Background: an optimization exercise with open tools, aiming at small area. Do not read the settings as production practice.
Function was checked by simulation only, so behaviour that the tests miss may differ from the original.

==> inputs of delta <==
// buck_converter
module buck_converter(clk_i, rst_i, e_i, v_1_o, v_2i_o, v_2d_o, a_out );
clock: 11.0 ns
lec_check: 0
abc_area: 1
cap_margin: 20
core_margin: 2
core_utilization: 40
place_density: 0.6
slew_margin: 20
run.sh (not shown) runs the stock make flow with config.mk's settings and CLKGATE_MAP_FILE= SYNTH_SCRIPT=/design/flow/synth_recipe.tcl, a recipe that flattens the netlist after the stock synthesis.
==> lagoon (differences from delta) <==
--- a/flow/config.mk
+++ b/flow/config.mk
@@ -9,5 +9,6 @@
 export CAP_MARGIN = 20
 export CORE_MARGIN = 2
 export CORE_UTILIZATION = 40
+export CTS_BUF_LIST = sky130_fd_sc_hd__clkbuf_2 sky130_fd_sc_hd__clkbuf_4 sky130_fd_sc_hd__clkbuf_8
 export PLACE_DENSITY = 0.6
 export SLEW_MARGIN = 20
==> summary of the runs <==
- lagoon finished clean. delta finished with timing, DRC and antenna clean.
- Synthesized cell count is the same in lagoon and delta.
- Against delta, the global-route usage of lagoon is lower by 0.12 points.
- Of lagoon and delta, delta has the higher first-iteration DRC count (gap 1.7%, measured against delta).
- In non-clock buffer count, lagoon and delta do not differ.
- Sequential share of layout area: delta is lower than lagoon (0.19 points).
- Between lagoon and delta, the lower utilization is in lagoon (gap 0.46 points).


==> v17: inputs <==
Another version of the RTL of buck_converter (not shown whole).
clock: 11.0 ns
lec_check: 0
abc_area: 0
cap_margin: 20
core_margin: 2
core_utilization: 40
cts_buf_list: sky130_fd_sc_hd__clkbuf_2 sky130_fd_sc_hd__clkbuf_4 sky130_fd_sc_hd__clkbuf_8
gpl_routability_driven: 0
gpl_timing_driven: 0
place_density: 0.6
slew_margin: 20
standard.sh (not shown) runs the stock make flow with config.mk's settings and CLKGATE_MAP_FILE= SYNTH_SCRIPT=/design/flow/synth_recipe.tcl, a recipe that flattens the netlist after the stock synthesis.
==> flow/flow/run.sh <==
#!/bin/bash
# Own layout flow: the standard synthesis, then the same synthesis run
# again on a copy of design.v whose spelled-out full/half adders are turned
# into sky130 fa/ha cells (flow/mknet.py), synthesized without Yosys's
# adder extraction (ADDER_MAP_FILE empty), so the adders stay as written
# instead of being re-extracted with inverters around them; flow/netopt.py
# then flips full adders to drop more inverters.  The adder netlist is used only if its
# registers (names and cell types) are exactly those of the standard
# synthesis; otherwise the standard netlist is laid out.  The rest is
# the standard flow (standard.sh).
set -euo pipefail
W=$(pwd)
R=$W/orfs/results/$FLOW_PLATFORM/buck_converter/base
RF=$W/orfs_fa/results/$FLOW_PLATFORM/buck_converter/base
EXTRA=()
if [[ -f flow/extra.txt ]]; then mapfile -t EXTRA < flow/extra.txt; fi

bash standard.sh synth > std_synth.log 2>&1
cp "$R/1_2_yosys.v" "$W/std_1_2_yosys.v"

use_fa=0
if python3 flow/mknet.py design.v "$W/design_fa.v" > mknet.log 2>&1; then
  sed "s#WORK_HOME=[^ ]*#WORK_HOME=$W/orfs_fa#" standard.sh > standard_fa.sh
  if bash standard_fa.sh VERILOG_FILES="$W/design_fa.v" ADDER_MAP_FILE= synth > fa_synth.log 2>&1; then
    if python3 flow/netopt.py "$RF/1_2_yosys.v" "$W/fa_opt.v" > netopt.log 2>&1 \
       && python3 flow/regcmp.py "$W/std_1_2_yosys.v" "$W/fa_opt.v" > regcmp.log 2>&1; then
      use_fa=1
    fi
  fi
fi
echo "use_fa=$use_fa" | tee use_fa.log
if [[ $use_fa == 1 ]]; then
  cp "$W/fa_opt.v" "$R/1_2_yosys.v"
  rm -f "$R/1_synth.odb" "$R/1_synth.sdc"
fi
bash standard.sh "${EXTRA[@]}" finish > finish.log 2>&1
==> flow/flow/extra.txt <==
BUFFER_PORTS_ARGS=-buffer_cell sky130_fd_sc_hd__buf_1
CTS_ARGS=-sink_clustering_enable -repair_clock_nets -dont_use_dummy_load -sink_clustering_size 30 -buf_list {sky130_fd_sc_hd__clkbuf_4 sky130_fd_sc_hd__clkbuf_8}
Other scripts of this flow, unchanged in this note and not shown: flow/flow/mknet.py, flow/flow/netopt.py, flow/flow/regcmp.py
==> v25: changes against v17 <==
CORE_UTILIZATION = 60   (was 40)
GPL_ROUTABILITY_DRIVEN = unset   (was 0)
GPL_TIMING_DRIVEN = unset   (was 0)
PLACE_DENSITY = 0.8   (was 0.6)
==> v6: changes against v17 <==
==> flow/flow/extra.txt (replaced) <==
BUFFER_PORTS_ARGS=-buffer_cell sky130_fd_sc_hd__buf_1
CTS_ARGS=-sink_clustering_enable -repair_clock_nets -dont_use_dummy_load -sink_clustering_size 30 -root_buf sky130_fd_sc_hd__clkbuf_8 -sink_clustering_buffer sky130_fd_sc_hd__clkbuf_4 -buf_list {sky130_fd_sc_hd__clkbuf_4 sky130_fd_sc_hd__clkbuf_8}
GPL_ROUTABILITY_DRIVEN = unset   (was 0)
GPL_TIMING_DRIVEN = unset   (was 0)
==> comparison table <==
	v17	v6	v25
Number of rows created at floorplan	69	69	56
Repair and plain buffers	164	135	132
Count of placed standard cells in the final layout, fillers left out	1911	1882	1737
Via-per-instance ratio	5.285	5.098	5.729
Clock network share of area	1.434%	1.474%	1.491%
Die Area	37880 um^2	37880 um^2	25490 um^2
Area Growth Syn to Fin	12.27%	9.236%	7.988%
Non-clock buffering overhead in the final layout	4.762%	4.090%	4.121%
Clock latency of the later-clocked register in the worst-skew pair	0.48 ns	0.48 ns	0.47 ns
Layout net count	1824	1795	1792
Weighted congestion reported at the end of routability-driven placement	-	0.8517	0.8993
Worst path required time	11.39 ns	11.37 ns	11.35 ns
Outcome	timing/DRC/antenna clean	timing/DRC/antenna clean	timing/DRC/antenna clean


==> inputs of try-ember <==
Starting RTL as in the previous note.
==> flow/config.mk <==
export PLATFORM = sky130hd
export DESIGN_NAME = buck_converter
export DESIGN_NICKNAME = buck_converter
export VERILOG_FILES = /design/flow/design.v
export SDC_FILE = /design/flow/constraint.sdc
export NUM_CORES = 4
export LEC_CHECK = 0
export ABC_AREA = 0
export CAP_MARGIN = 20
export CORE_MARGIN = 2
export CORE_UTILIZATION = 40
export CTS_BUF_LIST = sky130_fd_sc_hd__clkbuf_2 sky130_fd_sc_hd__clkbuf_4 sky130_fd_sc_hd__clkbuf_8
export PLACE_DENSITY = 0.6
export SLEW_MARGIN = 20
==> flow/constraint.sdc <==
create_clock -name core_clock -period 11.0 [get_ports {clk_i}]
set_input_delay 2.2000 -clock core_clock [delete_from_list [all_inputs] [get_ports {clk_i}]]
set_output_delay 2.2000 -clock core_clock [all_outputs]
set_load 0.01 [all_outputs]
==> flow/flow/extra.txt <==
BUFFER_PORTS_ARGS=-buffer_cell sky130_fd_sc_hd__buf_1
CTS_ARGS=-sink_clustering_enable -repair_clock_nets -dont_use_dummy_load -sink_clustering_size 30 -buf_list {sky130_fd_sc_hd__clkbuf_4 sky130_fd_sc_hd__clkbuf_8}
Scripts as last shown in full above: flow/flow/run.sh
Other scripts of this flow, unchanged in this note and not shown: flow/flow/mknet.py, flow/flow/netopt.py, flow/flow/regcmp.py
==> inputs of try-maple, as changes to try-ember <==
==> flow/flow/extra.txt (replaced) <==
BUFFER_PORTS_ARGS=-buffer_cell sky130_fd_sc_hd__buf_1
CTS_ARGS=-sink_clustering_enable -repair_clock_nets -dont_use_dummy_load -sink_clustering_size 40 -sink_clustering_max_diameter 150 -buf_list {sky130_fd_sc_hd__clkbuf_4 sky130_fd_sc_hd__clkbuf_8 sky130_fd_sc_hd__clkbuf_16}
==> qor summary <==
                                                                                         try-maple                  try-ember
Library cell used as clock root buffer                                  sky130_fd_sc_hd__clkbuf_16  sky130_fd_sc_hd__clkbuf_8
Fill count                                                                                   3,382                      3,386
Via count of the first global-routing pass                                                  10,580                     10,480
Final worst hold slack                                                                   0.4774 ns                  0.4808 ns
Finished Cell Area                                                                     16,050 um^2                15,880 um^2
Required arrival time at the worst endpoint                                               11.33 ns                   11.37 ns
Flip-flop and latch share of the layout cell area                                           21.98%                     22.21%
Global-route track usage on met1                                                            25.21%                     25.26%
Insertion delay of the later-clocked pin in the worst-skew pair                            0.44 ns                    0.48 ns
Met3 layer usage reported by global route                                                   3.089%                     3.175%
Share of the final layout cell area in multi-input gates                                    65.67%                     66.41%
Final Routed Wirelength                                                                  36,700 um                  36,470 um
Count of routing violations after the opening detailed-route iteration                         475                        410
Run status                                                                          finished clean             finished clean
Crit path DAT                                                                             10.93 ns                   10.90 ns
Met2 capacity usage during global routing                                                   37.93%                     37.62%
First-pass GRT wire length                                                               58,770 um                  58,490 um

-- re-timing with driven ports --
The flow's constraints put no driver on any port. The routed layouts listed below were extracted and timed again, unchanged, in two steps. Step 1 sets driving cells, clkbuf_16 on the clock port and buf_2 on the other inputs (assumed; they add their load-dependent delay and slew). Step 2 times the ports against the registers' clock, not the clock port: input delays grow and output delays shrink by t, the midpoint of the rising clock arrivals with the driver on. Three values: ideal, step 1, step 2; two values: the first two.
| run | shift t [ns] | setup WS [ns] | clock arrival spread, ns | pins driven straight from the clock port |
|---|---|---|---|---|
| delta | 0.516 | 0.644 / 0.644 / 0.644 | 0.016 / 0.016 | 1 |
| lagoon | 0.568 | 0.706 / 0.706 / 0.706 | 0.024 / 0.024 | 1 |
| v17 | 0.508 | 0.345 / 0.345 / 0.345 | 0.034 / 0.035 | 1 |
| v25 | 0.489 | 0.452 / 0.452 / 0.452 | 0.046 / 0.046 | 1 |
| v6 | 0.510 | 0.465 / 0.465 / 0.465 | 0.036 / 0.036 | 1 |
| try-ember | 0.510 | 0.465 / 0.465 / 0.465 | 0.036 / 0.036 | 1 |
| try-maple | 0.480 | 0.405 / 0.405 / 0.405 | 0.025 / 0.025 | 1 |
After both steps setup and hold are still met in every run listed.
